Background: an optimization exercise with open tools, aiming at small area and a short achievable clock period. Do not read the settings as production practice.
RTL that was checked went through simulation tests only; none was proved equivalent to the original.
Power is estimated from default activity; no workload was simulated.

// RISC_TOY_SYS
module RISC_TOY_SYS (
    input  wire          CLK,
    input  wire          RSTN,
    output wire          IREQ,
    output wire [29:0]   IADDR,
    input  wire [31:0]   INSTR,
    output wire          DREQ,
    output wire [1:0]    DRW,
    output wire [29:0]   DADDR,
    output wire [31:0]   DWDATA,
    input  wire [31:0]   DRDATA,
    output wire [31:0]   CONSIG,
    input  wire [31:0]   IPIN,
    output wire [31:0]   IPOUT
);
Size: ~7,100 cells after synthesis, ~1,800 flip-flops, ~260 I/O pins, ~91,000 um^2 of cells after synthesis.
export LEC_CHECK = 0
export CAP_MARGIN = 20
export CORE_MARGIN = 2
export CORE_UTILIZATION = 55
export CTS_BUF_LIST = sky130_fd_sc_hd__clkbuf_8
export CTS_CLUSTER_DIAMETER = 80
export CTS_CLUSTER_SIZE = 14
export SETUP_SLACK_MARGIN = 0.2
export SLEW_MARGIN = 20
create_clock -name core_clock -period 14.0 [get_ports {CLK}]
standard.sh (not shown) runs the stock make flow with config.mk's settings and CLKGATE_MAP_FILE= SYNTH_SCRIPT=/design/flow/synth_recipe.tcl, a recipe that flattens the netlist after the stock synthesis.
==> flow/flow/run.sh <==
#!/bin/bash
# Own flow for RISC_TOY_SYS. Runs in the standard flow's work folder (design.v,
# config.mk, standard.sh, synth_recipe.tcl, flow/, out/).
#  1. design_gl.v: design.v with two combinational modules replaced by
#     gate-level ones (flow/gen_gl.py): the register file's read selector
#     (RFREAD, an a222oi AND-OR tree) and the EX operand selector's last
#     gate (OPMUX, a21o). They have no registers, so the registers are the
#     standard synthesis's.
#  2. Synthesis is synth_recipe.tcl with the ABC pass called through a Tcl
#     proc (same arguments; the script is flow/abc.script if present).
#  3. the standard layout (standard.sh) with small port buffers
#     (buf_2) instead of buffer_ports' default delay cells, and repair_timing
#     aimed below the clock period (the SDC is unchanged); clock tree
#     synthesis without dummy loads; RSTN and IREQ pins side by side
#     (flow/io.tcl).
# Each tool's output goes to a log file of its own here.
set -euo pipefail
W=$(pwd)
python3 flow/gen_gl.py "$W/rfread_gl.v" > gen_gl.log 2>&1
python3 - "$W/design.v" "$W/rfread_gl.v" "$W/design_gl.v" > design_gl.log 2>&1 <<'PY'
import re, sys
src = open(sys.argv[1]).read()
gl = open(sys.argv[2]).read()
for m in ("RFREAD", "OPMUX"):
    pat = re.compile(r"\bmodule\s+" + m + r"\b.*?\bendmodule\b", re.S)
    assert len(pat.findall(src)) == 1, m + " not found exactly once"
    src = pat.sub("", src)
open(sys.argv[3], "w").write(src + "\n" + gl)
print("design_gl.v written")
PY
# ABC: ORFS's script, or flow/abc.script when there is one
if [[ -f flow/abc.script ]]; then
  ABCP="set i [lsearch \$args -script]; if {\$i >= 0} { lset args [expr {\$i+1}] $W/flow/abc.script }; "
else
  ABCP=""
fi
{
  echo 'proc synth {args} { yosys synth -nofsm -noshare {*}$args }'
  echo "proc abc {args} { ${ABCP}yosys abc {*}\$args }"
  tail -n +2 synth_recipe.tcl
} > my_synth.tcl
bash standard.sh \
  "VERILOG_FILES=$W/design_gl.v" \
  "SYNTH_SCRIPT=$W/my_synth.tcl" \
  "BUFFER_PORTS_ARGS=-buffer_cell sky130_fd_sc_hd__buf_2" \
  "SETUP_SLACK_MARGIN=8.4" \
  "IO_CONSTRAINTS=$W/flow/io.tcl" \
  "CTS_ARGS=-sink_clustering_enable -repair_clock_nets -sink_clustering_size 14 -sink_clustering_max_diameter 80 -buf_list sky130_fd_sc_hd__clkbuf_8 -dont_use_dummy_load" \
  finish > standard_flow.log 2>&1
Other scripts of this flow, unchanged in this note and not shown: flow/flow/gen_gl.py, flow/flow/io.tcl
Edit:
--- a/flow/design.v
+++ b/flow/design.v
@@ -170,19 +170,19 @@
     wire taken;
     wire flush = taken | jump_d;
     wire hz    = LD_EX & (RAC_EX != 5'd0) &
                  (mA(RAC_EX, nn, isSTR, fb, fc) | mB(RAC_EX, nn, stx, fa, fc));
     wire vld   = ~taken & ~jump_d & ~hz;     
     wire [31:0] sext17 = {{15{INSTR[16]}}, INSTR[16:0]};
     wire [31:0] zext17 = {15'd0, INSTR[16:0]};
     wire [31:0] sext22 = {{10{INSTR[21]}}, INSTR[21:0]};
     wire [31:0] zext22 = {10'd0, INSTR[21:0]};
-    wire [31:0] P4_ID  = PC_ID + 32'd4;
+    wire [31:0] P4_ID  = inc4(PC_ID);
     wire        tbase  = ~(INSTR[31] & INSTR[29]);
     wire [31:0] target;
     ADD32SK u_tadd (.a(tbase ? P4_ID : PC_ID), .b(sext22), .ci(1'b0), .s(target));
     reg [31:0] imm_ID;
     always @(*) begin
         if (jump)                      imm_ID = P4_ID;       
         else if (isBRL)                imm_ID = PC_ID;       
         else if (isST | isLD)          imm_ID = (fb == 5'b11111) ? zext17 : sext17;
         else if (isSTR | isLDR)        imm_ID = target;      
@@ -217,19 +217,32 @@
     wire fwB = RW_MEM & (RAC_MEM != 5'd0) & mB(RAC_MEM, nn, stx, fa, fc);
     wire zeroA = (fb == 5'b11111);
     wire [3:0] sa_ID = pcrel ? 4'b0000 :      
                        zeroA ? 4'b0000 :
                        fmA   ? 4'b0010 :
                        fwA   ? (LDRES_MEM ? 4'b1000 : 4'b0100) : 4'b0001;
     wire [3:0] sb_ID = fmB   ? 4'b0010 :
                        fwB   ? (LDRES_MEM ? 4'b1000 : 4'b0100) : 4'b0001;
     wire [31:0] A_EX;
-    wire [31:0] PCp4 = PC + 32'd4;
+    function [31:0] inc4;
+        input [31:0] v;
+        integer ii;
+        reg c;
+        begin
+            inc4[1:0] = v[1:0];
+            c = 1'b1;
+            for (ii = 2; ii < 32; ii = ii + 1) begin
+                inc4[ii] = v[ii] ^ c;
+                c = c & v[ii];
+            end
+        end
+    endfunction
+    wire [31:0] PCp4 = inc4(PC);
     wire [31:0] pc_base = (hz & ~jump_d) ? PC : (jump & ~jump_d) ? target : PCp4;
     wire [31:0] pc_next = taken ? A_EX : pc_base;
     always @(posedge CLK or negedge RSTN) begin
         if (!RSTN) begin
             PC     <= 32'd0;
             PC_ID  <= 32'd0;
             jump_d <= 1'b0;
         end else begin
             PC     <= pc_next;
Effect: The new run finished with timing, DRC and antenna clean. Fmax shrinks by about 8%. Non-clock buffer count went up by 4. Hold slack gets worse by 0.0096 ns. Global-route usage falls by 0.52 points. Die area came out lower by about 0.4%.
The RTL of the second run of this note was laid out without a check of its function.

RISC_TOY_SYS, a different RTL version from the one above (not shown whole).
Size: about 7300 cells after synthesis, about 260 I/O pins.
clock: 14.0 ns
lec_check: 0
cap_margin: 20
core_margin: 2
core_utilization: 55
cts_buf_list: sky130_fd_sc_hd__clkbuf_8
cts_cluster_diameter: 80
cts_cluster_size: 14
setup_slack_margin: 0.2
slew_margin: 20
==> flow/flow/gen_gl.py <==
#!/usr/bin/env python3
"""Writes gate-level (sky130hd cells) versions of two RTL modules, used by
flow/run.sh in place of the RTL ones:
  RFREAD (rtl/model.v): 33-way one-hot AND-OR, 32 bits (a222oi tree);
  OPMUX (rtl/stage_EX.v): Y = E | (S & L), 32 bits (one a21o per bit)."""
import sys
P = "sky130_fd_sc_hd__"
NT, W = 33, 32
o = ["// Generated by flow/gen_gl.py for the own flow.",
     "module RFREAD (S, D, Y);",
     f"  input [{NT-1}:0] S;",
     f"  input [{NT*W-1}:0] D;",
     f"  output [{W-1}:0] Y;"]
for b in range(W):
    o.append(f"  wire [10:0] n{b};")
    o.append(f"  wire [2:0] p{b};")
    for g in range(11):
        t = [3*g, 3*g+1, 3*g+2]
        o.append(f"  {P}a222oi_1 a{b}_{g} (.A1(S[{t[0]}]), .A2(D[{t[0]*W+b}]), .B1(S[{t[1]}]), .B2(D[{t[1]*W+b}]), .C1(S[{t[2]}]), .C2(D[{t[2]*W+b}]), .Y(n{b}[{g}]));")
    o.append(f"  {P}nand4_1 q{b}_0 (.A(n{b}[0]), .B(n{b}[1]), .C(n{b}[2]), .D(n{b}[3]), .Y(p{b}[0]));")
    o.append(f"  {P}nand4_1 q{b}_1 (.A(n{b}[4]), .B(n{b}[5]), .C(n{b}[6]), .D(n{b}[7]), .Y(p{b}[1]));")
    o.append(f"  {P}nand3_1 q{b}_2 (.A(n{b}[8]), .B(n{b}[9]), .C(n{b}[10]), .Y(p{b}[2]));")
    o.append(f"  {P}or3_1 r{b} (.A(p{b}[0]), .B(p{b}[1]), .C(p{b}[2]), .X(Y[{b}]));")
o.append("endmodule")
o += ["module OPMUX (E, S, L, Y);",
      "  input [31:0] E;", "  input S;", "  input [31:0] L;", "  output [31:0] Y;"]
for b in range(32):
    o.append(f"  {P}a21o_1 m{b} (.A1(S), .A2(L[{b}]), .B1(E[{b}]), .X(Y[{b}]));")
o.append("endmodule")
open(sys.argv[1], "w").write("\n".join(o) + "\n")
==> flow/flow/io.tcl <==
# Keep RSTN and IREQ (IREQ = RSTN through the two port buffers) side by side.
set_io_pin_constraint -pin_names {RSTN IREQ} -group -order
Scripts as last shown in full above: flow/flow/run.sh
The baseline ran to the end with no violations.
Change:
--- a/flow/design.v
+++ b/flow/design.v
@@ -47,16 +47,39 @@
 module OPMUX (
     input  wire [31:0] E,
     input  wire        S,
     input  wire [31:0] L,
     output wire [31:0] Y
 );
     assign Y = E | ({32{S}} & L);
 endmodule
+module ADD32SK (
+    input  wire [31:0] a,
+    input  wire [31:0] b,
+    input  wire        ci,
+    output wire [31:0] s
+);
+    wire [31:0] p = a ^ b;
+    wire [31:0] g0 = a & b;
+    wire [31:0] g = {g0[31:1], g0[0] | (p[0] & ci)};
+    reg  [31:0] G, P;
+    integer l, i, j;
+    always @(*) begin
+        G = g; P = p;
+        for (l = 0; l < 5; l = l + 1)
+            for (i = 0; i < 32; i = i + 1)
+                if (i[l]) begin
+                    j = ((i >> l) << l) - 1;
+                    G[i] = G[i] | (P[i] & G[j]);
+                    P[i] = P[i] & P[j];
+                end
+    end
+    assign s = p ^ {G[30:0], ci};
+endmodule
 module RISC_TOY (
     input  wire        CLK,
     input  wire        RSTN,
     output wire        IREQ,
     output wire [29:0] IADDR,
     input  wire [31:0] INSTR,
     output wire        DREQ,
     output wire [1:0]  DRW,
@@ -150,17 +173,18 @@
                  (mA(RAC_EX, nn, isSTR, fb, fc) | mB(RAC_EX, nn, stx, fa, fc));
     wire vld   = ~taken & ~jump_d & ~hz;     
     wire [31:0] sext17 = {{15{INSTR[16]}}, INSTR[16:0]};
     wire [31:0] zext17 = {15'd0, INSTR[16:0]};
     wire [31:0] sext22 = {{10{INSTR[21]}}, INSTR[21:0]};
     wire [31:0] zext22 = {10'd0, INSTR[21:0]};
     wire [31:0] P4_ID  = PC_ID + 32'd4;
     wire        tbase  = ~(INSTR[31] & INSTR[29]);
-    wire [31:0] target = (tbase ? P4_ID : PC_ID) + sext22;
+    wire [31:0] target;
+    ADD32SK u_tadd (.a(tbase ? P4_ID : PC_ID), .b(sext22), .ci(1'b0), .s(target));
     reg [31:0] imm_ID;
     always @(*) begin
         if (jump)                      imm_ID = P4_ID;       
         else if (isBRL)                imm_ID = PC_ID;       
         else if (isST | isLD)          imm_ID = (fb == 5'b11111) ? zext17 : sext17;
         else if (isSTR | isLDR)        imm_ID = target;      
         else if (isLDIP | isSTIP)      imm_ID = zext22;
         else                           imm_ID = sext17;
@@ -270,21 +294,23 @@
     wire [31:0] B_e  = ({32{SBB_EX[0]}} & RD2_EX)  | ({32{SBB_EX[1]}} & ALU_MEM) |
                        ({32{SBB_EX[2]}} & WBVAL)   | ({32{SBB_EX[4]}} & IMM_EX) |
                        ({32{SBB_EX[5]}} & RD1_EX);
     wire [31:0] A, R2, B;
     OPMUX u_opa (.E(A_e),  .S(SA_EX[3]),  .L(DRDATA), .Y(A));
     OPMUX u_opr (.E(R2_e), .S(SB_EX[3]),  .L(DRDATA), .Y(R2));
     OPMUX u_opb (.E(B_e),  .S(SBB_EX[3]), .L(DRDATA), .Y(B));
     assign A_EX = A;
-    wire r2z = (R2 == 32'd0);
+    wire r2z = (R2_e == 32'd0) & (~SB_EX[3] | (DRDATA == 32'd0));
+    wire r2s = R2_e[31] | (SB_EX[3] & DRDATA[31]);
     assign taken = BAL_EX | (BZ_EX & r2z) | (BNZ_EX & ~r2z) |
-                   (BPOS_EX & ~R2[31]) | (BNEG_EX & R2[31]);
+                   (BPOS_EX & ~r2s) | (BNEG_EX & r2s);
     wire [31:0] Y   = B ^ {32{OP_SUB}};
-    wire [31:0] SUM = A + Y + {31'd0, OP_SUB};
+    wire [31:0] SUM;
+    ADD32SK u_sum (.a(A), .b(Y), .ci(OP_SUB), .s(SUM));
     wire [4:0] sh = SHREG_EX ? R2[4:0] : SHIMM_EX;
     function [31:0] rev32;
         input [31:0] v;
         integer i;
         begin
             for (i = 0; i < 32; i = i + 1) rev32[i] = v[31-i];
         end
     endfunction
After rerunning:
- sequential cell count is unchanged
- combinational power is lower by 6.7%
- worst setup slack gets worse by 0.043 ns
- wire length is lower by 3.8%
- utilization is lower by 0.16 points
- total power is lower by 2.9%
No functional check of the RTL was part of any run of this note.

## re-timing with driven ports
In the flow no input, the clock included, has a driving cell. The finished layouts below were timed again as built, in two steps. Step 1 sets driving cells, clkbuf_16 on the clock port and buf_2 on the other inputs (assumed; they add their load-dependent delay and slew). Step 2 adds t to the input delays and takes it off the output delays; t is the mean of the earliest and latest rising clock arrival at the registers after step 1. Input paths then give back, and output paths get back, about the clock's delay inside the block. Slacks: ideal / step 1 / step 2; pairs: ideal / step 1.
| run | shift t [ns] | slack for setup (ns) | worst slew at a driven data input, ns |
|---|---|---|---|
| the first run of note 1 | 1.021 | 8.191 / 7.933 / 7.292 | 0.34 |
| the second run of note 1 | 1.027 | 7.685 / 7.685 / 7.170 | 0.33 |
| the first run of note 2 | 1.009 | 8.188 / 7.941 / 7.184 | 0.32 |
| the second run of note 2 | 1.015 | 8.145 / 7.945 / 7.128 | 0.32 |
After both steps setup and hold are still met in every run listed. The setup slack of the second run of note 2, which loses most, moves by -0.200 ns with the drivers and by -1.017 ns with both steps.
